From an optimization exercise on the open Yosys and OpenROAD flow, aimed at small area and a short achievable clock period; shortcuts taken in it are not production practice.
RTL that was checked went through simulation tests only; none was proved equivalent to the original.
No functional check of the RTL was part of runs 1 and 2.
Power figures rest on the tool's default switching activity, not on a simulated workload.

===== flow/run.sh =====
#!/bin/bash
# Layout flow: the standard ORFS flow (standard.sh) with two changes:
#  - synthesis maps the logic with the ABC script in flow/abc.script
#    (ORFS's synth.tcl otherwise unchanged; same -nofsm -noshare, flatten and renames)
#  - port buffers are sky130_fd_sc_hd__buf_1 instead of the default choice
set -euo pipefail
W=$PWD
sed "s#log_cmd abc {\*}\$abc_args#log_cmd abc {*}[lreplace \$abc_args 1 1 $W/flow/abc.script]#" \
  "$FLOW_HOME/scripts/synth.tcl" > "$W/synth_custom.tcl"
grep -q "flow/abc.script" "$W/synth_custom.tcl"
sed "s#\$::env(SCRIPTS_DIR)/synth.tcl#$W/synth_custom.tcl#" synth_recipe.tcl > "$W/synth_top.tcl"
grep -q "synth_custom.tcl" "$W/synth_top.tcl"
EXTRA=()
if [[ -f flow/make_args.txt ]]; then mapfile -t EXTRA < <(grep -v '^\s*$' flow/make_args.txt); fi
bash standard.sh SYNTH_SCRIPT="$W/synth_top.tcl" \
  "BUFFER_PORTS_ARGS=-buffer_cell sky130_fd_sc_hd__buf_1" "${EXTRA[@]}" finish > "$W/flow.log" 2>&1

===== flow/make_args.txt =====
SYNTH_KEEP_MODULES=hk_inv hk_a22o hk_and2 hk_nand2 hk_nor2 hk_nand3 hk_xor2 hk_xnor2 hk_aoi22 hk_aoi21 hk_oai21 hk_o22ai
CTS_ARGS=-sink_clustering_enable -repair_clock_nets -dont_use_dummy_load

===== design.v =====
module CPU(
	input logic clk,
	input logic [15:0] inM,
	input logic [15:0] instruction,
	input logic reset,
	output logic [15:0] outM,
	output logic writeM,
	output logic [14:0] addressM,
	output logic [14:0] pc
);
	logic [15:0] A, D;
	logic [14:0] PC;
	wire c  = instruction[15];
	wire am = instruction[12];
	wire zx = instruction[11];
	wire nx = instruction[10];
	wire zy = instruction[9];
	wire ny = instruction[8];
	wire f  = instruction[7];
	wire no = instruction[6];
	wire nxo = nx ^ no;
	wire nyo = ny ^ no;
	wire kn1 = ~(f | no);
	wire kd = ~zx;
	wire ki = ~c;
	wire kA = ~am & ~zy;
	wire kM = am & ~zy;
	wire cinn = ~(f & no);
	logic dn0;
	logic xa0;
	logic x0;
	logic ymn0;
	logic ya0;
	logic y0;
	logic gn0;
	logic gfn0;
	logic pn0;
	logic q0;
	logic dn1;
	logic xa1;
	logic x1;
	logic ymn1;
	logic ya1;
	logic y1;
	logic gn1;
	logic gfn1;
	logic pn1;
	logic q1;
	logic dn2;
	logic xa2;
	logic x2;
	logic ymn2;
	logic ya2;
	logic y2;
	logic gn2;
	logic gfn2;
	logic pn2;
	logic q2;
	logic dn3;
	logic xa3;
	logic x3;
	logic ymn3;
	logic ya3;
	logic y3;
	logic gn3;
	logic gfn3;
	logic pn3;
	logic q3;
	logic dn4;
	logic xa4;
	logic x4;
	logic ymn4;
	logic ya4;
	logic y4;
	logic gn4;
	logic gfn4;
	logic pn4;
	logic q4;
	logic dn5;
	logic xa5;
	logic x5;
	logic ymn5;
	logic ya5;
	logic y5;
	logic gn5;
	logic gfn5;
	logic pn5;
	logic q5;
	logic dn6;
	logic xa6;
	logic x6;
	logic ymn6;
	logic ya6;
	logic y6;
	logic gn6;
	logic gfn6;
	logic pn6;
	logic q6;
	logic dn7;
	logic xa7;
	logic x7;
	logic ymn7;
	logic ya7;
	logic y7;
	logic gn7;
	logic gfn7;
	logic pn7;
	logic q7;
	logic dn8;
	logic xa8;
	logic x8;
	logic ymn8;
	logic ya8;
	logic y8;
	logic gn8;
	logic gfn8;
	logic pn8;
	logic q8;
	logic dn9;
	logic xa9;
	logic x9;
	logic ymn9;
	logic ya9;
	logic y9;
	logic gn9;
	logic gfn9;
	logic pn9;
	logic q9;
	logic dn10;
	logic xa10;
	logic x10;
	logic ymn10;
	logic ya10;
	logic y10;
	logic gn10;
	logic gfn10;
	logic pn10;
	logic q10;
	logic dn11;
	logic xa11;
	logic x11;
	logic ymn11;
	logic ya11;
	logic y11;
	logic gn11;
	logic gfn11;
	logic pn11;
	logic q11;
	logic dn12;
	logic xa12;
	logic x12;
	logic ymn12;
	logic ya12;
	logic y12;
	logic gn12;
	logic gfn12;
	logic pn12;
	logic q12;
	logic dn13;
	logic xa13;
	logic x13;
	logic ymn13;
	logic ya13;
	logic y13;
	logic gn13;
	logic gfn13;
	logic pn13;
	logic q13;
	logic dn14;
	logic xa14;
	logic x14;
	logic ymn14;
	logic ya14;
	logic y14;
	logic gn14;
	logic gfn14;
	logic pn14;
	logic q14;
	logic dn15;
	logic xa15;
	logic x15;
	logic ymn15;
	logic ya15;
	logic y15;
	logic gn15;
	logic gfn15;
	logic pn15;
	logic q15;
	logic G0;
	logic G1;
	logic P1;
	logic G2;
	logic P2;
	logic G3;
	logic P3;
	logic G4;
	logic P4;
	logic G5;
	logic P5;
	logic G6;
	logic P6;
	logic G7;
	logic P7;
	logic G8;
	logic G9;
	logic P9;
	logic G10;
	logic P10;
	logic G11;
	logic P11;
	logic G12;
	logic P12;
	logic G13;
	logic P13;
	logic G14;
	logic P14;
	logic iv0;
	logic G15;
	logic G16;
	logic G17;
	logic P17;
	logic G18;
	logic P18;
	logic G19;
	logic P19;
	logic G20;
	logic P20;
	logic G21;
	logic iv1;
	logic G22;
	logic G23;
	logic G24;
	logic iv2;
	logic iv3;
	logic G25;
	logic G26;
	logic iv4;
	logic iv5;
	logic G27;
	logic iv6;
	logic iv7;
	logic G28;
	logic G29;
	logic G30;
	logic G31;
	hk_and2 u_xa0 (D[0], kd, xa0);
	hk_xor2 u_x0 (xa0, nxo, x0);
	hk_aoi22 u_ymn0 (A[0], kA, inM[0], kM, ymn0);
	hk_xnor2 u_y0 (ymn0, nyo, y0);
	hk_nand2 u_gn0 (x0, y0, gn0);
	hk_nand3 u_gfn0 (x0, y0, f, gfn0);
	hk_xnor2 u_pn0 (x0, y0, pn0);
	hk_o22ai u_q0 (pn0, kn1, gn0, f, q0);
	hk_and2 u_xa1 (D[1], kd, xa1);
	hk_xor2 u_x1 (xa1, nxo, x1);
	hk_aoi22 u_ymn1 (A[1], kA, inM[1], kM, ymn1);
	hk_xnor2 u_y1 (ymn1, nyo, y1);
	hk_nand2 u_gn1 (x1, y1, gn1);
	hk_nand3 u_gfn1 (x1, y1, f, gfn1);
	hk_xnor2 u_pn1 (x1, y1, pn1);
	hk_o22ai u_q1 (pn1, kn1, gn1, f, q1);
	hk_and2 u_xa2 (D[2], kd, xa2);
	hk_xor2 u_x2 (xa2, nxo, x2);
	hk_aoi22 u_ymn2 (A[2], kA, inM[2], kM, ymn2);
	hk_xnor2 u_y2 (ymn2, nyo, y2);
	hk_nand2 u_gn2 (x2, y2, gn2);
	hk_nand3 u_gfn2 (x2, y2, f, gfn2);
	hk_xnor2 u_pn2 (x2, y2, pn2);
	hk_o22ai u_q2 (pn2, kn1, gn2, f, q2);
	hk_and2 u_xa3 (D[3], kd, xa3);
	hk_xor2 u_x3 (xa3, nxo, x3);
	hk_aoi22 u_ymn3 (A[3], kA, inM[3], kM, ymn3);
	hk_xnor2 u_y3 (ymn3, nyo, y3);
	hk_nand2 u_gn3 (x3, y3, gn3);
	hk_nand3 u_gfn3 (x3, y3, f, gfn3);
	hk_xnor2 u_pn3 (x3, y3, pn3);
	hk_o22ai u_q3 (pn3, kn1, gn3, f, q3);
	hk_and2 u_xa4 (D[4], kd, xa4);
	hk_xor2 u_x4 (xa4, nxo, x4);
	hk_aoi22 u_ymn4 (A[4], kA, inM[4], kM, ymn4);
	hk_xnor2 u_y4 (ymn4, nyo, y4);
	hk_nand2 u_gn4 (x4, y4, gn4);
	hk_nand3 u_gfn4 (x4, y4, f, gfn4);
	hk_xnor2 u_pn4 (x4, y4, pn4);
	hk_o22ai u_q4 (pn4, kn1, gn4, f, q4);
	hk_and2 u_xa5 (D[5], kd, xa5);
	hk_xor2 u_x5 (xa5, nxo, x5);
	hk_aoi22 u_ymn5 (A[5], kA, inM[5], kM, ymn5);
	hk_xnor2 u_y5 (ymn5, nyo, y5);
	hk_nand2 u_gn5 (x5, y5, gn5);
	hk_nand3 u_gfn5 (x5, y5, f, gfn5);
	hk_xnor2 u_pn5 (x5, y5, pn5);
	hk_o22ai u_q5 (pn5, kn1, gn5, f, q5);
	hk_and2 u_xa6 (D[6], kd, xa6);
	hk_xor2 u_x6 (xa6, nxo, x6);
	hk_aoi22 u_ymn6 (A[6], kA, inM[6], kM, ymn6);
	hk_xnor2 u_y6 (ymn6, nyo, y6);
	hk_nand2 u_gn6 (x6, y6, gn6);
	hk_nand3 u_gfn6 (x6, y6, f, gfn6);
	hk_xnor2 u_pn6 (x6, y6, pn6);
	hk_o22ai u_q6 (pn6, kn1, gn6, f, q6);
	hk_and2 u_xa7 (D[7], kd, xa7);
	hk_xor2 u_x7 (xa7, nxo, x7);
	hk_aoi22 u_ymn7 (A[7], kA, inM[7], kM, ymn7);
	hk_xnor2 u_y7 (ymn7, nyo, y7);
	hk_nand2 u_gn7 (x7, y7, gn7);
	hk_nand3 u_gfn7 (x7, y7, f, gfn7);
	hk_xnor2 u_pn7 (x7, y7, pn7);
	hk_o22ai u_q7 (pn7, kn1, gn7, f, q7);
	hk_and2 u_xa8 (D[8], kd, xa8);
	hk_xor2 u_x8 (xa8, nxo, x8);
	hk_aoi22 u_ymn8 (A[8], kA, inM[8], kM, ymn8);
	hk_xnor2 u_y8 (ymn8, nyo, y8);
	hk_nand2 u_gn8 (x8, y8, gn8);
	hk_nand3 u_gfn8 (x8, y8, f, gfn8);
	hk_xnor2 u_pn8 (x8, y8, pn8);
	hk_o22ai u_q8 (pn8, kn1, gn8, f, q8);
	hk_and2 u_xa9 (D[9], kd, xa9);
	hk_xor2 u_x9 (xa9, nxo, x9);
	hk_aoi22 u_ymn9 (A[9], kA, inM[9], kM, ymn9);
	hk_xnor2 u_y9 (ymn9, nyo, y9);
	hk_nand2 u_gn9 (x9, y9, gn9);
	hk_nand3 u_gfn9 (x9, y9, f, gfn9);
	hk_xnor2 u_pn9 (x9, y9, pn9);
	hk_o22ai u_q9 (pn9, kn1, gn9, f, q9);
	hk_and2 u_xa10 (D[10], kd, xa10);
	hk_xor2 u_x10 (xa10, nxo, x10);
	hk_aoi22 u_ymn10 (A[10], kA, inM[10], kM, ymn10);
	hk_xnor2 u_y10 (ymn10, nyo, y10);
	hk_nand2 u_gn10 (x10, y10, gn10);
	hk_nand3 u_gfn10 (x10, y10, f, gfn10);
	hk_xnor2 u_pn10 (x10, y10, pn10);
	hk_o22ai u_q10 (pn10, kn1, gn10, f, q10);
	hk_and2 u_xa11 (D[11], kd, xa11);
	hk_xor2 u_x11 (xa11, nxo, x11);
	hk_aoi22 u_ymn11 (A[11], kA, inM[11], kM, ymn11);
	hk_xnor2 u_y11 (ymn11, nyo, y11);
	hk_nand2 u_gn11 (x11, y11, gn11);
	hk_nand3 u_gfn11 (x11, y11, f, gfn11);
	hk_xnor2 u_pn11 (x11, y11, pn11);
	hk_o22ai u_q11 (pn11, kn1, gn11, f, q11);
	hk_and2 u_xa12 (D[12], kd, xa12);
	hk_xor2 u_x12 (xa12, nxo, x12);
	hk_aoi22 u_ymn12 (A[12], kA, inM[12], kM, ymn12);
	hk_xnor2 u_y12 (ymn12, nyo, y12);
	hk_nand2 u_gn12 (x12, y12, gn12);
	hk_nand3 u_gfn12 (x12, y12, f, gfn12);
	hk_xnor2 u_pn12 (x12, y12, pn12);
	hk_o22ai u_q12 (pn12, kn1, gn12, f, q12);
	hk_and2 u_xa13 (D[13], kd, xa13);
	hk_xor2 u_x13 (xa13, nxo, x13);
	hk_aoi22 u_ymn13 (A[13], kA, inM[13], kM, ymn13);
	hk_xnor2 u_y13 (ymn13, nyo, y13);
	hk_nand2 u_gn13 (x13, y13, gn13);
	hk_nand3 u_gfn13 (x13, y13, f, gfn13);
	hk_xnor2 u_pn13 (x13, y13, pn13);
	hk_o22ai u_q13 (pn13, kn1, gn13, f, q13);
	hk_and2 u_xa14 (D[14], kd, xa14);
	hk_xor2 u_x14 (xa14, nxo, x14);
	hk_aoi22 u_ymn14 (A[14], kA, inM[14], kM, ymn14);
	hk_xnor2 u_y14 (ymn14, nyo, y14);
	hk_nand2 u_gn14 (x14, y14, gn14);
	hk_nand3 u_gfn14 (x14, y14, f, gfn14);
	hk_xnor2 u_pn14 (x14, y14, pn14);
	hk_o22ai u_q14 (pn14, kn1, gn14, f, q14);
	hk_and2 u_xa15 (D[15], kd, xa15);
	hk_xor2 u_x15 (xa15, nxo, x15);
	hk_aoi22 u_ymn15 (A[15], kA, inM[15], kM, ymn15);
	hk_xnor2 u_y15 (ymn15, nyo, y15);
	hk_nand2 u_gn15 (x15, y15, gn15);
	hk_nand3 u_gfn15 (x15, y15, f, gfn15);
	hk_xnor2 u_pn15 (x15, y15, pn15);
	hk_o22ai u_q15 (pn15, kn1, gn15, f, q15);
	hk_oai21 u_G0 (pn0, cinn, gfn0, G0);
	hk_oai21 u_G1 (pn2, gfn1, gfn2, G1);
	hk_nor2 u_P1 (pn2, pn1, P1);
	hk_oai21 u_G2 (pn4, gfn3, gfn4, G2);
	hk_nor2 u_P2 (pn4, pn3, P2);
	hk_oai21 u_G3 (pn6, gfn5, gfn6, G3);
	hk_nor2 u_P3 (pn6, pn5, P3);
	hk_oai21 u_G4 (pn8, gfn7, gfn8, G4);
	hk_nor2 u_P4 (pn8, pn7, P4);
	hk_oai21 u_G5 (pn10, gfn9, gfn10, G5);
	hk_nor2 u_P5 (pn10, pn9, P5);
	hk_oai21 u_G6 (pn12, gfn11, gfn12, G6);
	hk_nor2 u_P6 (pn12, pn11, P6);
	hk_oai21 u_G7 (pn14, gfn13, gfn14, G7);
	hk_nor2 u_P7 (pn14, pn13, P7);
	hk_aoi21 u_G8 (P1, G0, G1, G8);
	hk_aoi21 u_G9 (P2, G1, G2, G9);
	hk_nand2 u_P9 (P2, P1, P9);
	hk_aoi21 u_G10 (P3, G2, G3, G10);
	hk_nand2 u_P10 (P3, P2, P10);
	hk_aoi21 u_G11 (P4, G3, G4, G11);
	hk_nand2 u_P11 (P4, P3, P11);
	hk_aoi21 u_G12 (P5, G4, G5, G12);
	hk_nand2 u_P12 (P5, P4, P12);
	hk_aoi21 u_G13 (P6, G5, G6, G13);
	hk_nand2 u_P13 (P6, P5, P13);
	hk_aoi21 u_G14 (P7, G6, G7, G14);
	hk_nand2 u_P14 (P7, P6, P14);
	hk_inv u_iv0 (G0, iv0);
	hk_oai21 u_G15 (P9, iv0, G9, G15);
	hk_oai21 u_G16 (P10, G8, G10, G16);
	hk_oai21 u_G17 (P11, G9, G11, G17);
	hk_nor2 u_P17 (P11, P9, P17);
	hk_oai21 u_G18 (P12, G10, G12, G18);
	hk_nor2 u_P18 (P12, P10, P18);
	hk_oai21 u_G19 (P13, G11, G13, G19);
	hk_nor2 u_P19 (P13, P11, P19);
	hk_oai21 u_G20 (P14, G12, G14, G20);
	hk_nor2 u_P20 (P14, P12, P20);
	hk_aoi21 u_G21 (P17, G0, G17, G21);
	hk_inv u_iv1 (G8, iv1);
	hk_aoi21 u_G22 (P18, iv1, G18, G22);
	hk_aoi21 u_G23 (P19, G15, G19, G23);
	hk_aoi21 u_G24 (P20, G16, G20, G24);
	hk_inv u_iv2 (gfn1, iv2);
	hk_inv u_iv3 (pn1, iv3);
	hk_aoi21 u_G25 (iv3, G0, iv2, G25);
	hk_oai21 u_G26 (pn3, G8, gfn3, G26);
	hk_inv u_iv4 (gfn5, iv4);
	hk_inv u_iv5 (pn5, iv5);
	hk_aoi21 u_G27 (iv5, G15, iv4, G27);
	hk_inv u_iv6 (gfn7, iv6);
	hk_inv u_iv7 (pn7, iv7);
	hk_aoi21 u_G28 (iv7, G16, iv6, G28);
	hk_oai21 u_G29 (pn9, G21, gfn9, G29);
	hk_oai21 u_G30 (pn11, G22, gfn11, G30);
	hk_oai21 u_G31 (pn13, G23, gfn13, G31);
	hk_xnor2 u_outM_0 (q0, cinn, outM[0]);
	hk_xor2 u_outM_1 (q1, G0, outM[1]);
	hk_xnor2 u_outM_2 (q2, G25, outM[2]);
	hk_xnor2 u_outM_3 (q3, G8, outM[3]);
	hk_xor2 u_outM_4 (q4, G26, outM[4]);
	hk_xor2 u_outM_5 (q5, G15, outM[5]);
	hk_xnor2 u_outM_6 (q6, G27, outM[6]);
	hk_xor2 u_outM_7 (q7, G16, outM[7]);
	hk_xnor2 u_outM_8 (q8, G28, outM[8]);
	hk_xnor2 u_outM_9 (q9, G21, outM[9]);
	hk_xor2 u_outM_10 (q10, G29, outM[10]);
	hk_xnor2 u_outM_11 (q11, G22, outM[11]);
	hk_xor2 u_outM_12 (q12, G30, outM[12]);
	hk_xnor2 u_outM_13 (q13, G23, outM[13]);
	hk_xor2 u_outM_14 (q14, G31, outM[14]);
	hk_xnor2 u_outM_15 (q15, G24, outM[15]);
	wire zr = (outM == 16'd0);
	wire ng = outM[15];
	wire jmp = c & ((instruction[2] & ng) | (instruction[1] & zr) | (instruction[0] & ~ng & ~zr));
	logic [15:0] A_in;
	for (genvar i = 0; i < 15; i++) begin : a_in
		hk_a22o u_ain (outM[i], c, instruction[i], ki, A_in[i]);
	end
	assign A_in[15] = outM[15] & c;
	wire sA = jmp & ~reset;
	wire sI = ~(jmp | reset);
	logic [15:0] cy;
	logic [14:0] inc, pc_next;
	assign cy[0] = 1'b1;
	for (genvar i = 0; i < 15; i++) begin : pc_bit
		assign cy[i+1] = cy[i] & PC[i];
		assign inc[i] = PC[i] ^ cy[i];
		hk_a22o u_pcn (A[i], sA, inc[i], sI, pc_next[i]);
	end
	always_ff @(posedge clk) begin
		if (~c | instruction[5]) A <= A_in;
		if (c & instruction[4]) D <= outM;
		PC <= pc_next;
	end
	assign writeM = c & instruction[3];
	assign addressM = A[14:0];
	assign pc = PC;
endmodule
module hk_inv(input logic a, output logic y);
	assign y = ~a;
endmodule
module hk_a22o(input logic a1, a2, b1, b2, output logic y);
	assign y = (a1 & a2) | (b1 & b2);
endmodule
module hk_and2(input logic a, b, output logic y);
	assign y = a & b;
endmodule
module hk_nand2(input logic a, b, output logic y);
	assign y = ~(a & b);
endmodule
module hk_nor2(input logic a, b, output logic y);
	assign y = ~(a | b);
endmodule
module hk_nand3(input logic a, b, c, output logic y);
	assign y = ~(a & b & c);
endmodule
module hk_xor2(input logic a, b, output logic y);
	assign y = a ^ b;
endmodule
module hk_xnor2(input logic a, b, output logic y);
	assign y = ~(a ^ b);
endmodule
module hk_aoi22(input logic a1, a2, b1, b2, output logic y);
	assign y = ~((a1 & a2) | (b1 & b2));
endmodule
module hk_aoi21(input logic a1, a2, b, output logic y);
	assign y = ~((a1 & a2) | b);
endmodule
module hk_oai21(input logic a1, a2, b, output logic y);
	assign y = ~((a1 | a2) & b);
endmodule
module hk_o22ai(input logic a1, a2, b1, b2, output logic y);
	assign y = ~((a1 | a2) & (b1 | b2));
endmodule

===== constraint.sdc =====
create_clock -name core_clock -period 12.5 [get_ports {clk}]
set_input_delay 2.5000 -clock core_clock [delete_from_list [all_inputs] [get_ports {clk}]]
set_output_delay 2.5000 -clock core_clock [all_outputs]
set_load 0.01 [all_outputs]

===== standard.sh =====
#!/bin/bash
# synth_recipe.tcl (not shown) runs the flow's synth.tcl, then flattens the netlist and writes it again
# the make line also repeats each setting of config.mk as NAME=value (left out here)
make -C /OpenROAD-flow-scripts/flow DESIGN_CONFIG=/design/flow/config.mk WORK_HOME=/design/flow/orfs CLKGATE_MAP_FILE= SYNTH_SCRIPT=/design/flow/synth_recipe.tcl "${@:-finish}"

===== flow/abc.script =====
strash; dch; map -a; topo; stime -c

===== config.mk =====
export PLATFORM = sky130hd
export DESIGN_NAME = CPU
export DESIGN_NICKNAME = CPU
export VERILOG_FILES = /design/flow/design.v
export SDC_FILE = /design/flow/constraint.sdc
export NUM_CORES = 4
export LEC_CHECK = 0
export CAP_MARGIN = 20
export CORE_MARGIN = 2
export CORE_UTILIZATION = 40
export SETUP_SLACK_MARGIN = 4.5
export SLEW_MARGIN = 20

==> metrics.md, run 1 <==
| Metric | Value |
|---|---|
| Status | complete, no violations |
| Global-route wire length before repair | 13.9 mm |
| CP Launch Type | input pin |
| Die width | 94.6 µm |
| Period utilisation layout | 62.4% |
| Vias in the first global route | about 2.7k |
| Cells after synthesis | 337 |
| VDD IR max | approximately 0.079 mV |
| Post-synth top flop | edfxtp_1 |
| Share of layout cells above drive strength 1 | 17.8% |
| I/O pin cnt | 81 |
| Worst-Margin Slew | 1030 ps |
| Ys Warns | 1 |
| Post-DR vias/cell | about 5.5 |
| Synth area leader | edfxtp_1 |
| CTS tree | yes |
| Critical-path maximum fanout | 8 |
| Multi-input gate area | approximately 1900 µm² |
| GRT Util Overall | 20.1% |
| Pre-CTS setup slack | 3730 ps |
| CP Data Required Time | 10000 ps |
| Arr. time, crit path | between 5000 and 6000 ps |
| Layout area overhead | 16.3% |
| Flops & latches, synth | 47 |
| Setup CP Type | in -> out |
| Flop-to-flop setup slack | between 8000 and 9000 ps |
| Fill cells | 825 |
| Wire per inst | 16.9 µm |
| Pin count of the biggest net entering global routing | 35 |
| Pwr dens | about 190 nW/µm² |
| GPL Wtd Cong | 0.958 |
| Vias post-DR | 2851 |
| Core box area | roughly 8000 µm² |
| Total CTS buffers | 5 |
| HP Class | reg -> reg |
| Die area | 8950 µm² |
| Post-layout util | 47.2% |
| Clk buf depth | 2 |
| CP dominant cell by count | o21ai_0 |
| Post-synth top area share | 29.3% |
| Seq/Total Area, Yosys | 38.4% |
| TNS Setup | 0 ps |
| Met1 usage | approximately a quarter |
| Largest stage delay on the critical path | 330 ps |
| Finish-stage setup viols | 0 |
| Die height | 94.6 µm |
| Initial DRC count | roughly 200 |
| Hold Fails Final Rpt | 0 |
| R2R Path Start | A[1] |
| Critical R2R Capture | PC[7] |
| Crit-path cells | buf_2 -> xor2_4 -> buf_4 -> buf_4 -> xor2_1 -> xnor2_1 -> o21ai_0 -> a21oi_1 -> o21ai_0 -> a21oi_1 -> o21ai_0 -> xor2_1 -> buf_1 |
| CP Capture Point | outM[12] |
| Top cells by count, synth | xnor2_1, edfxtp_1, a22o_2 |
| Min Tclk post-route | 7800 ps |
| Antenna cell count | 0 |
| Initial core utilization | approximately two fifths |
| RSZ-0062 raised after global routing | false |
| Setup Skew | roughly 23 ps |
| F_max | 128 MHz |
| PnR worst setup slack | around 4700 ps |
| FFs w/ async S/R, synth | 0% |
| Most common cell in the netlist | xnor2_1 |
| Pleak | between 1 and 1.5 nW |
| Number of max-cap violations | 0 |
| Met2 usage | 33.3% |
| Launch point of the worst path | instruction[6] |
| Register area | 1260 µm² |
| Worst setup EP type | output pin |
| Initial antenna violation count | 0 |
| Met3 Track Usage GR | 3.59% |
| Num rows | 33 |
| Clk sinks | 47 |
| Worst slew margin | 31.0% |
| TritonRoute pass-1 iters | 4 |
| Antenna viol nets, final | 0 |
| Max Slew Vio Count | 0 |
| Hold-fix buffers, CTS | 0 |
| Syn Area/Cell | 9.75 µm² |
| Clk Latency, worst-skew pair | 300 ps |
| IO buf count | 80 |
| Most used routing layer | met2 |
| Synth area leaders | edfxtp_1, xnor2_1, a22o_2, dfxtp_1, xor2_1 |
| Reg2Reg Depth | 16 |
| Total gr overflow | 0 |
| Final wirelength | 8.82 mm |
| Post-synthesis net count | around 380 |
| Post-synth cell types | 20 |
| CTS H-tree depth | 2 |
| HPWL after detailed placement | ~6.7 mm |
| Drt drc | 0 |
| Mapped Area | 3280 µm² |
| EDFF count, synth | 32 |
| Reg clk slew, reported paths | 90 ps |
| CTS root buffer | clkbuf_8 |
| Crit-path slowest cell | xor2_1 |
| Nets@finish | around 470 |
[metal layers]
metal | vias up | share of wire [%]
li1 | 1377 | -
met1 | 1349 | 44
met2 | 108 | 48
met3 | 17 | 5.8
met4 | 0 | 2.2
met5 | - | 0
[how the worst min path moves through the flow]
| stage | slack [ps] | cells past startpoint | endpoint | startpoint |
|---|---|---|---|---|
| floorplan | 510 | 1 | PC[0] | A[0] |
| global placement | 500 | 2 | PC[0] | PC[0] |
| detailed placement | 500 | 2 | PC[0] | PC[0] |
| CTS | 530 | 2 | PC[0] | PC[0] |
| global route | 560 | 2 | PC[0] | PC[0] |
| finish | 520 | 2 | PC[0] | PC[0] |
[cells by family after synthesis]
family                     Yosys count  share of synthesized area (%)
AOI/OAI and AO/OA                   95                           20.9
and+or+nand+nor                     82                           12.3
xor gates and xnor gates            67                           17.9
DFF                                 47                           38.4
buffers and inverters               33                           5.60
adders and majority gates           13                           4.95
[worst max-delay path: cells and delay by family]
family | cells | cell delay (ps)
buffers and inverters | 4 | 890
XOR/XNOR | 4 | 1030
AO/OA/AOI/OAI | 5 | 870
[final cells by class]
cell class                 count  share of cell area (%)
clock buffer                   5                    1.80
inverter                      17                    1.77
tap                          105                    3.44
sequential                    47                    33.0
multi-input combinational    257                    50.1
timing repair buffer          90                    9.90
[registers in the layout (all words and copies together) (netlist names)]
register	count
A	16
D	16
PC	15
[where the power goes]
part,switching [mW],internal (mW),total (mW),leakage (nW)
Clock,0.0476,0.0362,0.0838,0.0359
Sequential,0.0214,0.222,0.243,0.440
Combinational,0.251,0.153,0.404,0.938
Total,0.320,0.411,0.731,1.41
[Yosys stat by module, one instance, submodules excluded, excerpt]
| module | cells inside | flops+latches | times used | area [µm²] |
|---|---|---|---|---|
| hk_aoi22 | 1 | 0 | 16 | 7.51 |
| hk_xor2 | 1 | 0 | 23 | 8.76 |
| hk_and2 | 1 | 0 | 16 | 7.51 |
| hk_nand3 | 1 | 0 | 15 | 5.00 |
| hk_nand2 | 1 | 0 | 22 | 3.75 |
| hk_inv | 1 | 0 | 8 | 3.75 |
[placed cells by master (no fill, tap or decap), types with 17 or more instances in the layout]
master     n
a22o_2    30
xnor2_1   39
nand2_1   25
nor2_1    17
edfxtp_1  32
buf_1     78
xor2_1    23
[stage by stage]
stage / total power [mW] / hold WS (ps) / cells / cell area, µm²
after floorplan: 0.524 / 506 / 337 / 3300
after global placement: 0.623 / 496 / 510 / 3640
after detailed placement: 0.630 / 501 / 510 / 3640
after CTS: 0.719 / 525 / 518 / 3760
after global routing: 0.789 / 563 / 521 / 3820
final: 0.731 / 524 / 521 / 3820
[repair_timing]
item | CTS | global route
resized for setup | 4 | 9
pin swaps | 2 | 3
hold endpoints to repair | 0 | 0
buffers inserted | 3 | 3
setup endpoints to repair | 14 | 8
==> run 2, diff against run 1 <==
==> flow/make_args.txt (replaced) <==
SYNTH_KEEP_MODULES=hk_inv hk_a22o hk_and2 hk_nand2 hk_nor2 hk_nand3 hk_xor2 hk_xnor2 hk_aoi22 hk_aoi21 hk_oai21 hk_o22ai
CTS_ARGS=-sink_clustering_enable -repair_clock_nets -dont_use_dummy_load
CORE_UTILIZATION=55
PLACE_DENSITY=0.7
==> run 2 against run 1 <==
  * Non-clock buffer count fell by 2
  * Synthesized area unchanged
  * Final cell count down 6.1%
  * Largest power group unchanged
  * Clock power about the same
  * Largest cell class unchanged
  * Final area down 2.1%
==> metrics.md, run 2 <==
| Metric | Value |
|---|---|
| Post-synth top area share | 29.3% (unchanged) |
| Comb pwr share | 54.5% (-0.7 points) |
| I/O pin cnt | 81 (unchanged) |
| Placed Area | 3600 µm² (-1.0%) |
| Top flop regs | A: 16 flops, D: 16 flops, PC: 15 flops |
| Drt drc | 0 (unchanged) |
| Vias post-DR | 2850 (-0.035%) |
| EDFF count, synth | 32 (unchanged) |
| Clk sinks | 47 (unchanged) |
| Synth area leader | edfxtp_1 |
| CP Data Required Time | 10000 ps (about the same) |
| Ys Warns | 1 (unchanged) |
| Worst-Margin Slew | 1040 ps (+7.87 ps) |
| Finish-stage setup viols | 0 (unchanged) |
| Vias in the first global route | 2570 (-5.4%) |
| TritonRoute pass-1 iters | 6 (+2) |
| Clock network power share | 11.7% (+0.2 points) |
| Global-route wire length before repair | 12.4 mm (-11%) |
| Antenna cell count | 0 (unchanged) |
| Pwr dens | 192 nW/µm² (+0.12%) |
| Seq/Total Area, Yosys | 38.4% (unchanged) |
| Sw frac | 43.6% (-0.19 points) |
| Clk Latency, worst-skew pair | 300 ps (about the same) |
| Initial core utilization | 56.1% (+16 points) |
| HPWL after detailed placement | 6.07 mm (-9.2%) |
| HP Class | reg -> reg |
| IO buf count | 80 (unchanged) |
| Sw power | 0.312 mW (-2.4%) |
| Wire per inst | 16.4 µm (-3.3%) |
| Top cells by count, synth | xnor2_1, edfxtp_1, a22o_2 |
| GRT Util Overall | 24.8% (+4.7 points) |
| CTS tree | yes |
| Fill cells | 511 (-38%) |
| Antenna viol nets, final | 0 (unchanged) |
| Flops & latches, synth | 47 (unchanged) |
| Setup CP Type | in -> out |
| F_max | 127 MHz (-0.82%) |
| Pleak | 1.39 nW (-1.5%) |
| Number of max-cap violations | 0 (unchanged) |
| Arr. time, crit path | 5370 ps (+70 ps) |
| Total CTS buffers | 5 (unchanged) |
| Synth area leaders | edfxtp_1, xnor2_1, a22o_2, dfxtp_1, xor2_1 |
| RSZ-0062 raised after global routing | true |
| Final wirelength | 8.01 mm (-9.2%) |
| Total gr overflow | 0 (unchanged) |
| Post-synth top flop | edfxtp_1 |
| Period utilisation layout | 62.9% (+0.51 points) |
| Post-route cell area | 3740 µm² (-2.1%) |
| CP Launch Type | input pin |
| Mapped Area | 3280 µm² (unchanged) |
| Reg clk slew, reported paths | 90 ps (about the same) |
| Total power | 0.716 mW (-2.0%) |
| Most common cell in the netlist | xnor2_1 |
| Num rows | 28 (-15%) |
| Die height | 81.3 µm (-14%) |
| TNS Setup | 0 ps (unchanged) |
| Cells after synthesis | 337 (unchanged) |
| Internal power | 0.404 mW (-1.7%) |
| Worst setup EP type | output pin |
| Post-synth cell types | 20 (unchanged) |
| Commonest cells after routing, fill and taps aside | buf_1, xnor2_1, edfxtp_1 |
| Clk buf depth | 2 (unchanged) |
| GPL Wtd Cong | 0.921 (-3.8%) |
| Sequential share of power | 33.8% (+0.5 points) |
| Min Tclk post-route | 7870 ps (+64.3 ps) |
| Max Slew Vio Count | 0 (unchanged) |
| Post-DR vias/cell | 5.83 (+6.5%) |
| Final hold slack | 515 ps (-8.78 ps) |
| Initial antenna violation count | 0 (unchanged) |
| Status | complete, no violations |
| Die area | 6610 µm² (-26%) |
| Most common cell after layout, fill and taps aside | buf_1 |
| Critical-path maximum fanout | 15 (+7) |
| Initial DRC count | 244 (+20%) |
| FFs w/ async S/R, synth | 0% (unchanged) |
| Share of layout cells above drive strength 1 | 15.7% (-2.1 points) |
| CTS H-tree depth | 2 (unchanged) |
| Die width | 81.3 µm (-14%) |
| Layout area overhead | 13.8% |
| Setup Skew | 18.7 ps (-3.90 ps) |
| Post-synthesis net count | 384 (unchanged) |
| Multi-input gate area | 1880 µm² (-1.4%) |
| VDD IR max | 0.104 mV (+33%) |
| Worst slew margin | 30.5% (-0.53 points) |
| CTS root buffer | clkbuf_8 |
| Nets@finish | 463 (-0.43%) |
| Pin count of the biggest net entering global routing | 35 (unchanged) |
| Hold Fails Final Rpt | 0 (unchanged) |
| Syn Area/Cell | 9.75 µm² (unchanged) |
| Post-layout util | 63.9% (+17 points) |
| Core box area | 5850 µm² (-28%) |
| Register area | 1260 µm² (unchanged) |
## run 2: stage by stage
step / std cells / worst slack [ps]
after CTS: 487 / 4560
final: 489 / 4630
after global placement: 480 / 4050
after floorplan: 337 / 4820
after detailed placement: 480 / 3870
after global routing: 489 / 4470
## run 2: power groups by stage
stage | combinational [mW] | sequential, mW | clock (mW)
2_1_floorplan | 0.277 | 0.247 | 0
3_3_place_gp | 0.371 | 0.245 | 0
3_5_place_dp | 0.376 | 0.246 | 0
4_1_cts | 0.380 | 0.243 | 0.0868
5_1_grt | 0.424 | 0.248 | 0.0912
6_report | 0.390 | 0.242 | 0.0837
## run 2: cell type report
cell class,count,share of cell area (%)
well taps,75,2.51
clock buffers,5,1.84
repair buffers,88,9.68
multi-input cells,257,50.4
inverters,17,1.81
flip-flops and latches,47,33.7
## run 2: per-module statistics from Yosys, one instance, submodules excluded, excerpt
module	copies in the design	area, µm²
hk_nand3	15	5.00
hk_oai21	18	5.00
hk_aoi22	16	7.51
hk_a22o	30	10.0
hk_nand2	22	3.75
hk_o22ai	16	6.26
## run 2: what timing repair did
action / in CTS / in global routing
hold buffers: 0 / 0
buffers inserted: 2 / 1
pin swaps: 2 / 1
resized for setup: 3 / 5
endpoints found under the setup margin: 13 / 7
## run 2: metal layers
layer / up-vias / part of all wire (%) / GRT usage, %
met5: - / 0 / 0
met4: 0 / 2.0 / 6.61
met3: 13 / 6.5 / 3.78
met2: 122 / 50 / 43.6
met1: 1341 / 42 / 31.7
li1: 1374 / - / -
## run 2: worst paths after layout
kind / startpoint / endpoint / slack [ps] / cells past startpoint
max: instruction[10] / outM[10] / 4630 / 12
min: PC[0] / PC[0] / 520 / 2
max reg2reg: A[0] / PC[11] / 7910 / 18
min reg2reg: PC[0] / PC[0] / 520 / 2
## run 2: logic make-up after synthesis
kind of cell	share of synthesized area (%)
compound gates	20.9
simple gates	12.3
fa+ha+maj	4.95
flops	38.4
buf+inv	5.60
xor+xnor	17.9
## run 2: critical path: stages
cell and delay [ps]:
buf_1 250, xor2_4 200, buf_4 290, xor2_1 370
xnor2_1 240, nor2_1 140, a21oi_1 230, o21ai_0 120
a21oi_1 290, o21ai_0 180, xor2_1 360, buf_1 190
==> run 3, diff against run 2 <==
--- a/design.v
+++ b/design.v
@@ -22,7 +22,6 @@
 	wire nyo = ny ^ no;
 	wire kn1 = ~(f | no);
 	wire kd = ~zx;
-	wire ki = ~c;
 	wire kA = ~am & ~zy;
 	wire kM = am & ~zy;
 	wire cinn = ~(f & no);
@@ -447,25 +446,13 @@
 	wire zr = (outM == 16'd0);
 	wire ng = outM[15];
 	wire jmp = c & ((instruction[2] & ng) | (instruction[1] & zr) | (instruction[0] & ~ng & ~zr));
-	logic [15:0] A_in;
-	for (genvar i = 0; i < 15; i++) begin : a_in
-		hk_a22o u_ain (outM[i], c, instruction[i], ki, A_in[i]);
-	end
-	assign A_in[15] = outM[15] & c;
-	wire sA = jmp & ~reset;
-	wire sI = ~(jmp | reset);
-	logic [15:0] cy;
-	logic [14:0] inc, pc_next;
-	assign cy[0] = 1'b1;
-	for (genvar i = 0; i < 15; i++) begin : pc_bit
-		assign cy[i+1] = cy[i] & PC[i];
-		assign inc[i] = PC[i] ^ cy[i];
-		hk_a22o u_pcn (A[i], sA, inc[i], sI, pc_next[i]);
-	end
 	always_ff @(posedge clk) begin
-		if (~c | instruction[5]) A <= A_in;
+		if (~c) A <= {1'b0, instruction[14:0]};
+		else if (instruction[5]) A <= outM;
 		if (c & instruction[4]) D <= outM;
-		PC <= pc_next;
+		if (reset) PC <= 15'd0;
+		else if (jmp) PC <= A[14:0];
+		else PC <= PC + 15'd1;
 	end
 	assign writeM = c & instruction[3];
 	assign addressM = A[14:0];
@@ -474,9 +461,6 @@
 module hk_inv(input logic a, output logic y);
 	assign y = ~a;
 endmodule
-module hk_a22o(input logic a1, a2, b1, b2, output logic y);
-	assign y = (a1 & a2) | (b1 & b2);
-endmodule
 module hk_and2(input logic a, b, output logic y);
 	assign y = a & b;
 endmodule
==> flow/make_args.txt (replaced) <==
SYNTH_KEEP_MODULES=hk_inv hk_and2 hk_nand2 hk_nor2 hk_nand3 hk_xor2 hk_xnor2 hk_aoi22 hk_aoi21 hk_oai21 hk_o22ai
CTS_ARGS=-sink_clustering_enable -repair_clock_nets -dont_use_dummy_load
DONT_USE_CELLS=sky130_fd_sc_hd__probe_p_8 sky130_fd_sc_hd__probec_p_8 sky130_fd_sc_hd__lpflow_bleeder_1 sky130_fd_sc_hd__lpflow_clkbufkapwr_1 sky130_fd_sc_hd__lpflow_clkbufkapwr_16 sky130_fd_sc_hd__lpflow_clkbufkapwr_2 sky130_fd_sc_hd__lpflow_clkbufkapwr_4 sky130_fd_sc_hd__lpflow_clkbufkapwr_8 sky130_fd_sc_hd__lpflow_clkinvkapwr_1 sky130_fd_sc_hd__lpflow_clkinvkapwr_16 sky130_fd_sc_hd__lpflow_clkinvkapwr_2 sky130_fd_sc_hd__lpflow_clkinvkapwr_4 sky130_fd_sc_hd__lpflow_clkinvkapwr_8 sky130_fd_sc_hd__lpflow_decapkapwr_12 sky130_fd_sc_hd__lpflow_decapkapwr_3 sky130_fd_sc_hd__lpflow_decapkapwr_4 sky130_fd_sc_hd__lpflow_decapkapwr_6 sky130_fd_sc_hd__lpflow_decapkapwr_8 sky130_fd_sc_hd__lpflow_inputiso0n_1 sky130_fd_sc_hd__lpflow_inputiso0p_1 sky130_fd_sc_hd__lpflow_inputiso1n_1 sky130_fd_sc_hd__lpflow_inputiso1p_1 sky130_fd_sc_hd__lpflow_inputisolatch_1 sky130_fd_sc_hd__lpflow_isobufsrc_1 sky130_fd_sc_hd__lpflow_isobufsrc_16 sky130_fd_sc_hd__lpflow_isobufsrc_2 sky130_fd_sc_hd__lpflow_isobufsrc_4 sky130_fd_sc_hd__lpflow_isobufsrc_8 sky130_fd_sc_hd__lpflow_isobufsrckapwr_16 sky130_fd_sc_hd__lpflow_lsbuf_lh_hl_isowell_tap_1 sky130_fd_sc_hd__lpflow_lsbuf_lh_hl_isowell_tap_2 sky130_fd_sc_hd__lpflow_lsbuf_lh_hl_isowell_tap_4 sky130_fd_sc_hd__lpflow_lsbuf_lh_isowell_4 sky130_fd_sc_hd__lpflow_lsbuf_lh_isowell_tap_1 sky130_fd_sc_hd__lpflow_lsbuf_lh_isowell_tap_2 sky130_fd_sc_hd__lpflow_lsbuf_lh_isowell_tap_4  sky130_fd_sc_hd__o21ai_0 sky130_fd_sc_hd__a21boi_0 sky130_fd_sc_hd__and2_0 sky130_fd_sc_hd__or2_0 sky130_fd_sc_hd__o311ai_0
==> run 3 against run 2 <==
  * Still clean
  * Core utilization is 15 points lower
  * Global-route usage is 4.8 points lower
  * Worst hold slack better by 18 ps
  * Worst setup slack better by 120 ps
  * Via count is 6.7% higher
  * Critical path type unchanged
  * Critical endpoint is now outM[12]
==> metrics.md, run 3 <==
| Metric | Value |
|---|---|
| Nets@finish | 520 (+12%) |
| Max Slew Vio Count | 0 (unchanged) |
| Final hold slack | 533 ps (+18.0 ps) |
| Crit-path slowest cell | xor2_1 |
| Crit-path cells | buf_1 -> clkinv_1 -> nor2_4 -> buf_4 -> a22oi_1 -> xnor2_1 -> xnor2_1 -> nor2_1 -> a21oi_1 -> o21ai_1 -> a21oi_1 -> o21ai_1 -> xor2_1 -> buf_1 |
| Status | complete, no violations |
| Layout area overhead | 18.6% |
| CP Data Required Time | 10000 ps (about the same) |
| Most common cell in the netlist | nand2_1 |
| Total CTS buffers | 5 (unchanged) |
| Wire per inst | 15.0 µm (-8.2%) |
| FFs w/ async S/R, synth | 0% (unchanged) |
| I/O pin cnt | 81 (unchanged) |
| Critical-path maximum fanout | 12 (-3) |
| GPL Wtd Cong | 0.865 (-6.1%) |
| Reg clk slew, reported paths | 80 ps (about the same) |
| EDFF count, synth | 31 (-3.1%) |
| TritonRoute pass-1 iters | 5 (-1) |
| Antenna viol nets, final | 0 (unchanged) |
| Seq/Total Area, Yosys | 37.5% (-0.90 points) |
| Die width | 95.3 µm (+17%) |
| Top cells by count, synth | nand2_1, xnor2_1, o21ai_1 |
| Num rows | 33 (+18%) |
| Largest stage delay on the critical path | 350 ps (-20 ps) |
| Mapped Area | 3340 µm² (+1.6%) |
| Die height | 95.3 µm (+17%) |
| Clk Latency, worst-skew pair | 300 ps (about the same) |
| Clk buf depth | 2 (unchanged) |
| F_max | 129 MHz (+1.5%) |
| Post-synth top area share | 27.9% (-1.4 points) |
| CTS tree | yes |
| Final Instance Count excl. Fillers | 588 (+20%) |
| Pin count of the biggest net entering global routing | 35 (unchanged) |
| Post-synth top flop | edfxtp_1 |
| Min Tclk post-route | 7750 ps (-115 ps) |
| Total power | 0.745 mW (+4.0%) |
| Post-DR vias/cell | 5.17 (-11%) |
| Setup CP Type | in -> out |
| Syn Area/Cell | 8.38 µm² (-14%) |
| Post-synth cell types | 19 (-5.0%) |
| Worst slew margin | 44.3% (+14 points) |
| Global-route wire length before repair | 14.2 mm (+15%) |
| Clk sinks | 47 (unchanged) |
| Final wirelength | 8.84 mm (+10%) |
| Cells after synthesis | 398 (+18%) |
| HP Class | reg -> reg |
| Ys Warns | 1 (unchanged) |
| Arr. time, crit path | 5250 ps (-120 ps) |
| Worst-Margin Slew | 833 ps (-206 ps) |
| CTS root buffer | clkbuf_8 |
| Flops & latches, synth | 47 (unchanged) |
| Finish-stage setup viols | 0 (unchanged) |
| Share of layout cells above drive strength 1 | 11.0% (-4.7 points) |
| Synth area leader | edfxtp_1 |
| Total gr overflow | 0 (unchanged) |
| IO buf count | 80 (unchanged) |
| Post-synthesis net count | 433 (+13%) |
| Hold-fix buffers, CTS | 0 (unchanged) |
| Initial antenna violation count | 0 (unchanged) |
| Hold Fails Final Rpt | 0 (unchanged) |
| Period utilisation layout | 62.0% (-0.92 points) |
| HPWL after detailed placement | 6.69 mm (+10%) |
| Initial core utilization | 41.0% (-15 points) |
| Antenna cell count | 0 (unchanged) |
| Core box area | 8130 µm² (+39%) |
| Pleak | 1.38 nW (-0.69%) |
| Post-layout util | 48.7% (-15 points) |
| Initial DRC count | 232 (-4.9%) |
| Synth area leaders | edfxtp_1, xnor2_1, dfxtp_1, xor2_1, nand2_1 |
| Vias in the first global route | 2872 (+12%) |
| Worst setup EP type | output pin |
| Most common cell after layout, fill and taps aside | buf_1 |
| GRT Util Overall | 20.0% (-4.8 points) |
| Drt drc | 0 (unchanged) |
| Commonest cells after routing, fill and taps aside | buf_1, nand2_1, o21ai_1 |
| Number of max-cap violations | 0 (unchanged) |
| Vias post-DR | 3041 (+6.7%) |
| Die area | 9090 µm² (+38%) |
| TNS Setup | 0 ps (unchanged) |
| CP Launch Type | input pin |
| Setup Skew | 7.27 ps (-11.4 ps) |
| Top flop regs | A: 16 flops, D: 16 flops, PC: 15 flops |
| RSZ-0062 raised after global routing | false |
| CTS H-tree depth | 2 (unchanged) |
| Pwr dens | 188 nW/µm² (-1.8%) |
| Post-placement cell count | 571 (+19%) |
| VDD IR max | 0.0659 mV (-37%) |
run 3: changes by cell type in the layout (fill, tap and decap cells not counted), sizes merged, moves of 7 or more:
cell	change
a22o	-30
buf	+8
a21oi	+16
nand3	+7
nand2	+34
clkinv	+8
ha	-12
o21ai	+22
xor2	+9
run 3: where the power goes:
part / internal [mW] / switching [mW]
Clock: 0.0362 / 0.0487
Combinational: 0.145 / 0.263
Sequential: 0.223 / 0.0295
run 3: repair_timing:
item                       in CTS  in global routing
pin swaps                       1                  1
buffers inserted                6                  6
gates resized for setup         8                  9
setup endpoints to repair      12                  8
run 3: per-stage QoR:
stage                     instance area, µm²  setup WS (ps)
after floorplan                         3340           4660
after global placement                  3690           4050
after detailed placement                3690           4020
after CTS                               3860           4560
after global routing                    3960           4490
final                                   3960           4750
run 3: logic make-up (layout without fill, tap and decap cells):
group | count (synthesis) | in the layout | synth area share, %
simple gates | 128 | 128 | 17.7
xor+xnor | 79 | 79 | 20.7
compound gates | 103 | 103 | 17.4
flops | 47 | 47 | 37.5
buf+inv | 40 | 125 | 6.30
fa+ha+maj | 1 | 1 | 0.375
run 3: area by class of cell:
class | count | area, µm²
timing repair buffer | 96 | 434
sequential | 47 | 1250
fill | 804 | 4180
tap | 105 | 131
inverter | 24 | 90.1
multi-input combinational | 311 | 1980
clock buffer | 5 | 68.8
run 3: layer usage:
metal	track usage, %	up-vias	wire [µm]
met3	3.08	12	472
met4	4.83	0	115
met1	27.7	1376	4190
li1	-	1556	-
met5	0	-	0
met2	32.8	97	4070
run 3: per-module statistics from Yosys (local to each module, per instance):
module / cells inside / copies in the design / flip-flops and latches
hk_inv: 1 / 8 / 0
hk_xor2: 1 / 23 / 0
hk_and2: 1 / 16 / 0
hk_xnor2: 1 / 41 / 0
hk_nand3: 1 / 15 / 0
CPU: 198 / 1 / 47
hk_o22ai: 1 / 16 / 0
hk_aoi22: 1 / 16 / 0
hk_nand2: 1 / 22 / 0
hk_oai21: 1 / 18 / 0
hk_aoi21: 1 / 14 / 0
hk_nor2: 1 / 11 / 0
run 3: path summary, 6_finish.rpt:
check,startpoint,depth (start not counted),slack (ps),end
min,PC[0],1,530,PC[0]
min reg2reg,PC[0],1,530,PC[0]
max,instruction[12],14,4750,outM[12]
max reg2reg,A[1],15,8180,PC[7]
run 3: critical path, delay by kind of cell:
family / cells / cell delay, ps
AO/OA/AOI/OAI: 5 / 740
buffers and inverters: 4 / 660
XOR/XNOR: 3 / 920
AND/OR/NAND/NOR: 2 / 430
==> run 4, diff against run 3 <==
--- a/design.v
+++ b/design.v
@@ -229,15 +229,11 @@
 	logic G22;
 	logic G23;
 	logic G24;
-	logic iv2;
-	logic iv3;
 	logic G25;
 	logic G26;
-	logic iv4;
-	logic iv5;
+	logic iv2;
 	logic G27;
-	logic iv6;
-	logic iv7;
+	logic iv3;
 	logic G28;
 	logic G29;
 	logic G30;
@@ -414,28 +410,24 @@
 	hk_aoi21 u_G22 (P18, iv1, G18, G22);
 	hk_aoi21 u_G23 (P19, G15, G19, G23);
 	hk_aoi21 u_G24 (P20, G16, G20, G24);
-	hk_inv u_iv2 (gfn1, iv2);
-	hk_inv u_iv3 (pn1, iv3);
-	hk_aoi21 u_G25 (iv3, G0, iv2, G25);
+	hk_oai21 u_G25 (pn1, iv0, gfn1, G25);
 	hk_oai21 u_G26 (pn3, G8, gfn3, G26);
-	hk_inv u_iv4 (gfn5, iv4);
-	hk_inv u_iv5 (pn5, iv5);
-	hk_aoi21 u_G27 (iv5, G15, iv4, G27);
-	hk_inv u_iv6 (gfn7, iv6);
-	hk_inv u_iv7 (pn7, iv7);
-	hk_aoi21 u_G28 (iv7, G16, iv6, G28);
+	hk_inv u_iv2 (G15, iv2);
+	hk_oai21 u_G27 (pn5, iv2, gfn5, G27);
+	hk_inv u_iv3 (G16, iv3);
+	hk_oai21 u_G28 (pn7, iv3, gfn7, G28);
 	hk_oai21 u_G29 (pn9, G21, gfn9, G29);
 	hk_oai21 u_G30 (pn11, G22, gfn11, G30);
 	hk_oai21 u_G31 (pn13, G23, gfn13, G31);
 	hk_xnor2 u_outM_0 (q0, cinn, outM[0]);
 	hk_xor2 u_outM_1 (q1, G0, outM[1]);
-	hk_xnor2 u_outM_2 (q2, G25, outM[2]);
+	hk_xor2 u_outM_2 (q2, G25, outM[2]);
 	hk_xnor2 u_outM_3 (q3, G8, outM[3]);
 	hk_xor2 u_outM_4 (q4, G26, outM[4]);
 	hk_xor2 u_outM_5 (q5, G15, outM[5]);
-	hk_xnor2 u_outM_6 (q6, G27, outM[6]);
+	hk_xor2 u_outM_6 (q6, G27, outM[6]);
 	hk_xor2 u_outM_7 (q7, G16, outM[7]);
-	hk_xnor2 u_outM_8 (q8, G28, outM[8]);
+	hk_xor2 u_outM_8 (q8, G28, outM[8]);
 	hk_xnor2 u_outM_9 (q9, G21, outM[9]);
 	hk_xor2 u_outM_10 (q10, G29, outM[10]);
 	hk_xnor2 u_outM_11 (q11, G22, outM[11]);
==> run 4 against run 3 <==
  * Critical path depth decreased by 1
  * Sequential share of layout area increased by 0.28 points
  * Synthesized cell count decreased by 1.0%
  * Via count decreased by 1.0%
  * Combinational power decreased by 3%
  * Synthesized area decreased by 0.45%
  * Count of clock-buffer cells in the layout unchanged
  * Highest routed layer unchanged
==> metrics.md, run 4 <==
| Metric | Value |
|---|---|
| Status | complete, no violations |
| Global-route wire length before repair | 13.8 mm (-2.9%) |
| Total power | 0.732 mW (-1.7%) |
| RSZ-0062 raised after global routing | false |
| Cells after synthesis | 394 (-1.0%) |
| Drt drc | 0 (unchanged) |
| Top cells by count, synth | nand2_1, o21ai_1, xnor2_1 |
| Setup CP Type | in -> out |
| CP Data Required Time | 10000 ps (about the same) |
| Nets@finish | 514 (-1.2%) |
| Post-placement cell count | 566 (-0.88%) |
| Arr. time, crit path | 5250 ps (about the same) |
| TNS Setup | 0 ps (unchanged) |
| Worst slew margin | 42.5% (-1.8 points) |
| Total gr overflow | 0 (unchanged) |
| Hold-fix buffers, CTS | 0 (unchanged) |
| Max Slew Vio Count | 0 (unchanged) |
| Clk Latency, worst-skew pair | 300 ps (about the same) |
| Layout area overhead | 18.1% |
| Worst-Margin Slew | 861 ps (+27.4 ps) |
| Die area | 9050 µm² (-0.43%) |
| Reg clk slew, reported paths | 90 ps (about the same) |
| Critical-path maximum fanout | 14 (+2) |
| Initial DRC count | 186 (-20%) |
| IO buf count | 80 (unchanged) |
| Antenna cell count | 0 (unchanged) |
| Finish-stage setup viols | 0 (unchanged) |
| Antenna viol nets, final | 0 (unchanged) |
| Die height | 95.1 µm (-0.22%) |
| Clk buf depth | 2 (unchanged) |
| Multi-input gate area | 1950 µm² (-1.7%) |
| Synth area leader | edfxtp_1 |
| I/O pin cnt | 81 (unchanged) |
| Post-synthesis net count | 429 (-0.92%) |
| Ys Warns | 1 (unchanged) |
| Final wirelength | 8.70 mm (-1.6%) |
| Min Tclk post-route | 7750 ps (+2.43 ps) |
| Wire per inst | 15.0 µm (-0.56%) |
| Flops & latches, synth | 47 (unchanged) |
| Seq/Total Area, Yosys | 37.7% (+0.17 points) |
| CP Launch Type | input pin |
| Fill cells | 806 (+0.25%) |
| Hold Fails Final Rpt | 0 (unchanged) |
| Register area | 1250 µm² (unchanged) |
| Most common cell after layout, fill and taps aside | buf_1 |
| Post-synth top flop | edfxtp_1 |
| Core box area | 8130 µm² (unchanged) |
| HP Class | reg -> reg |
| GRT Util Overall | 19.6% (-0.44 points) |
| Synth area leaders | edfxtp_1, xnor2_1, xor2_1, dfxtp_1, nand2_1 |
| Vias in the first global route | 2869 (-0.10%) |
| Share of layout cells above drive strength 1 | 9.43% (-1.5 points) |
| Number of max-cap violations | 0 (unchanged) |
| Commonest cells after routing, fill and taps aside | buf_1, nand2_1, o21ai_1 |
| Pin count of the biggest net entering global routing | 35 (unchanged) |
| FFs w/ async S/R, synth | 0% (unchanged) |
| Top flop regs | A: 16 flops, D: 16 flops, PC: 15 flops |
| Post-synth top area share | 28.0% (+0.13 points) |
| GPL Wtd Cong | 0.896 (+3.5%) |
| CTS tree | yes |
| EDFF count, synth | 31 (unchanged) |
| Placed Area | 3670 µm² (-0.41%) |
| Post-synth cell types | 19 (unchanged) |
| Die width | 95.1 µm (-0.22%) |
| F_max | 129 MHz (about the same) |
| CTS root buffer | clkbuf_8 |
| Post-DR vias/cell | 5.17 (about the same) |
| Period utilisation layout | 62.0% (about the same) |
| Num rows | 33 (unchanged) |
| VDD IR max | 0.0783 mV (+19%) |
| Syn Area/Cell | 8.43 µm² (+0.56%) |
| Total CTS buffers | 5 (unchanged) |
| CTS H-tree depth | 2 (unchanged) |
| Final Instance Count excl. Fillers | 582 (-1.0%) |
| Setup Skew | 14.2 ps (+6.92 ps) |
| Pwr dens | 187 nW/µm² (-0.82%) |
| Initial core utilization | 40.8% (-0.18 points) |
| Worst setup EP type | output pin |
| Clk sinks | 47 (unchanged) |
| Initial antenna violation count | 0 (unchanged) |
| Pleak | 1.34 nW (-2.8%) |
| Vias post-DR | 3010 (-1.0%) |
| TritonRoute pass-1 iters | 4 (-1) |
| Mapped Area | 3320 µm² (-0.45%) |
| Post-route cell area | 3920 µm² (-0.89%) |
| HPWL after detailed placement | 6.63 mm (-0.85%) |
| Most common cell in the netlist | nand2_1 |
| Post-layout util | 48.2% (-0.43 points) |
==> run 4: critical path: stages <==
cell	delay, ps
buf_1	150
clkinv_1	150
nor2_4	160
buf_12	150
a22oi_1	80
xnor2_1	310
xnor2_1	180
o21ai_2	240
a21oi_1	170
o21ai_1	290
a21oi_1	130
xnor2_1	530
buf_1	210
==> run 4: worst paths after layout <==
path / start / end / slack (ps) / cells past startpoint
worst max register to register: A[2] / PC[2] / 8120 / 15
worst min register to register: PC[0] / PC[0] / 520 / 1
worst min-delay path: PC[0] / PC[0] / 520 / 1
worst max-delay path: instruction[12] / outM[15] / 4750 / 13
==> run 4: per-module statistics from Yosys (local to each module, per instance) <==
module,cells inside,cell area [µm²],flops+latches
hk_aoi21,1,5.00,0
hk_nand2,1,3.75,0
hk_nor2,1,3.75,0
hk_nand3,1,5.00,0
hk_inv,1,3.75,0
hk_oai21,1,5.00,0
hk_o22ai,1,6.26,0
hk_xnor2,1,8.76,0
hk_and2,1,7.51,0
CPU,198,2050,47
hk_xor2,1,8.76,0
hk_aoi22,1,7.51,0
==> run 4: final cells by class <==
type                    count  share of cell area [%]
multi-input cells         311                    49.7
well taps                 105                    3.35
inverters                  20                    2.01
flip-flops and latches     47                    31.9
repair buffers             94                    11.3
clock buffers               5                    1.75
==> run 4: cell families (layout without fill, tap and decap cells) <==
group | after synthesis | count (layout) | synth area share (%)
compound gates | 103 | 103 | 17.4
xor+xnor | 79 | 79 | 20.8
fa+ha+maj | 1 | 1 | 0.377
simple gates | 128 | 128 | 17.8
flops | 47 | 47 | 37.7
buf+inv | 36 | 119 | 5.88
==> run 4: metal layers <==
metal  vias up  global-route usage [%]  routed length [µm]
met4         0                    5.19                 175
met2        93                    32.9                4130
met3        14                    2.92                 461
met5         -                       0                   0
li1       1545                       -                   -
met1      1358                    26.3                3930
==> run 4: power by group <==
group	leakage, nW	internal, mW	total (mW)	switching (mW)
Combinational	0.870	0.138	0.395	0.256
Sequential	0.439	0.223	0.252	0.0289
Clock	0.0359	0.0362	0.0856	0.0494
==> run 4: metrics by stage <==
stage / setup slack, ps / hold slack [ps]
2_1_floorplan: 4660 / 490
3_3_place_gp: 4250 / 486
3_5_place_dp: 4250 / 501
4_1_cts: 4510 / 521
5_1_grt: 4490 / 549
6_report: 4750 / 519
==> run 4: what timing repair did <==
action                                 4_1_cts  5_1_grt
setup endpoints to repair                    9       10
endpoints found under the hold margin        0        0
pin swaps                                    2        2
resized for setup                            5        6
buffers inserted                             6        5

## what the ideal ports hide
Ports are ideal in the flow. The routed layouts listed here were re-timed in OpenROAD.
Step 1, drivers: a clkbuf_16 drives clk and a buf_2 each remaining input, both assumed.
Step 2 adds t to the input delays and takes it off the output delays; t is the mean of the earliest and latest rising clock arrival at the registers after step 1. Input paths then give back, and output paths get back, about the clock's delay inside the block.
Slacks: ideal ports / drivers / drivers and shift; pairs: ideal ports / drivers.
| run | shift t [ns] | setup slack, ns | latest minus earliest clock arrival (ns) | slew at the worst register clock pin (ns) | worst data-port slew with drivers (ns) |
|---|---|---|---|---|---|
| run 1 | 0.320 | 4.698 / 4.667 / 4.667 | 0.023 / 0.022 | 0.09 / 0.09 | 0.04 |
| run 2 | 0.318 | 4.634 / 4.612 / 4.612 | 0.019 / 0.019 | 0.09 / 0.09 | 0.04 |
| run 3 | 0.326 | 4.749 / 4.727 / 4.727 | 0.008 / 0.008 | 0.08 / 0.08 | 0.05 |
| run 4 | 0.323 | 4.747 / 4.722 / 4.722 | 0.015 / 0.014 | 0.09 / 0.09 | 0.05 |
After both steps every run listed still meets setup and hold. For run 1, which loses most, drivers alone change the setup slack by -0.031 ns; drivers and shift together by -0.031 ns.
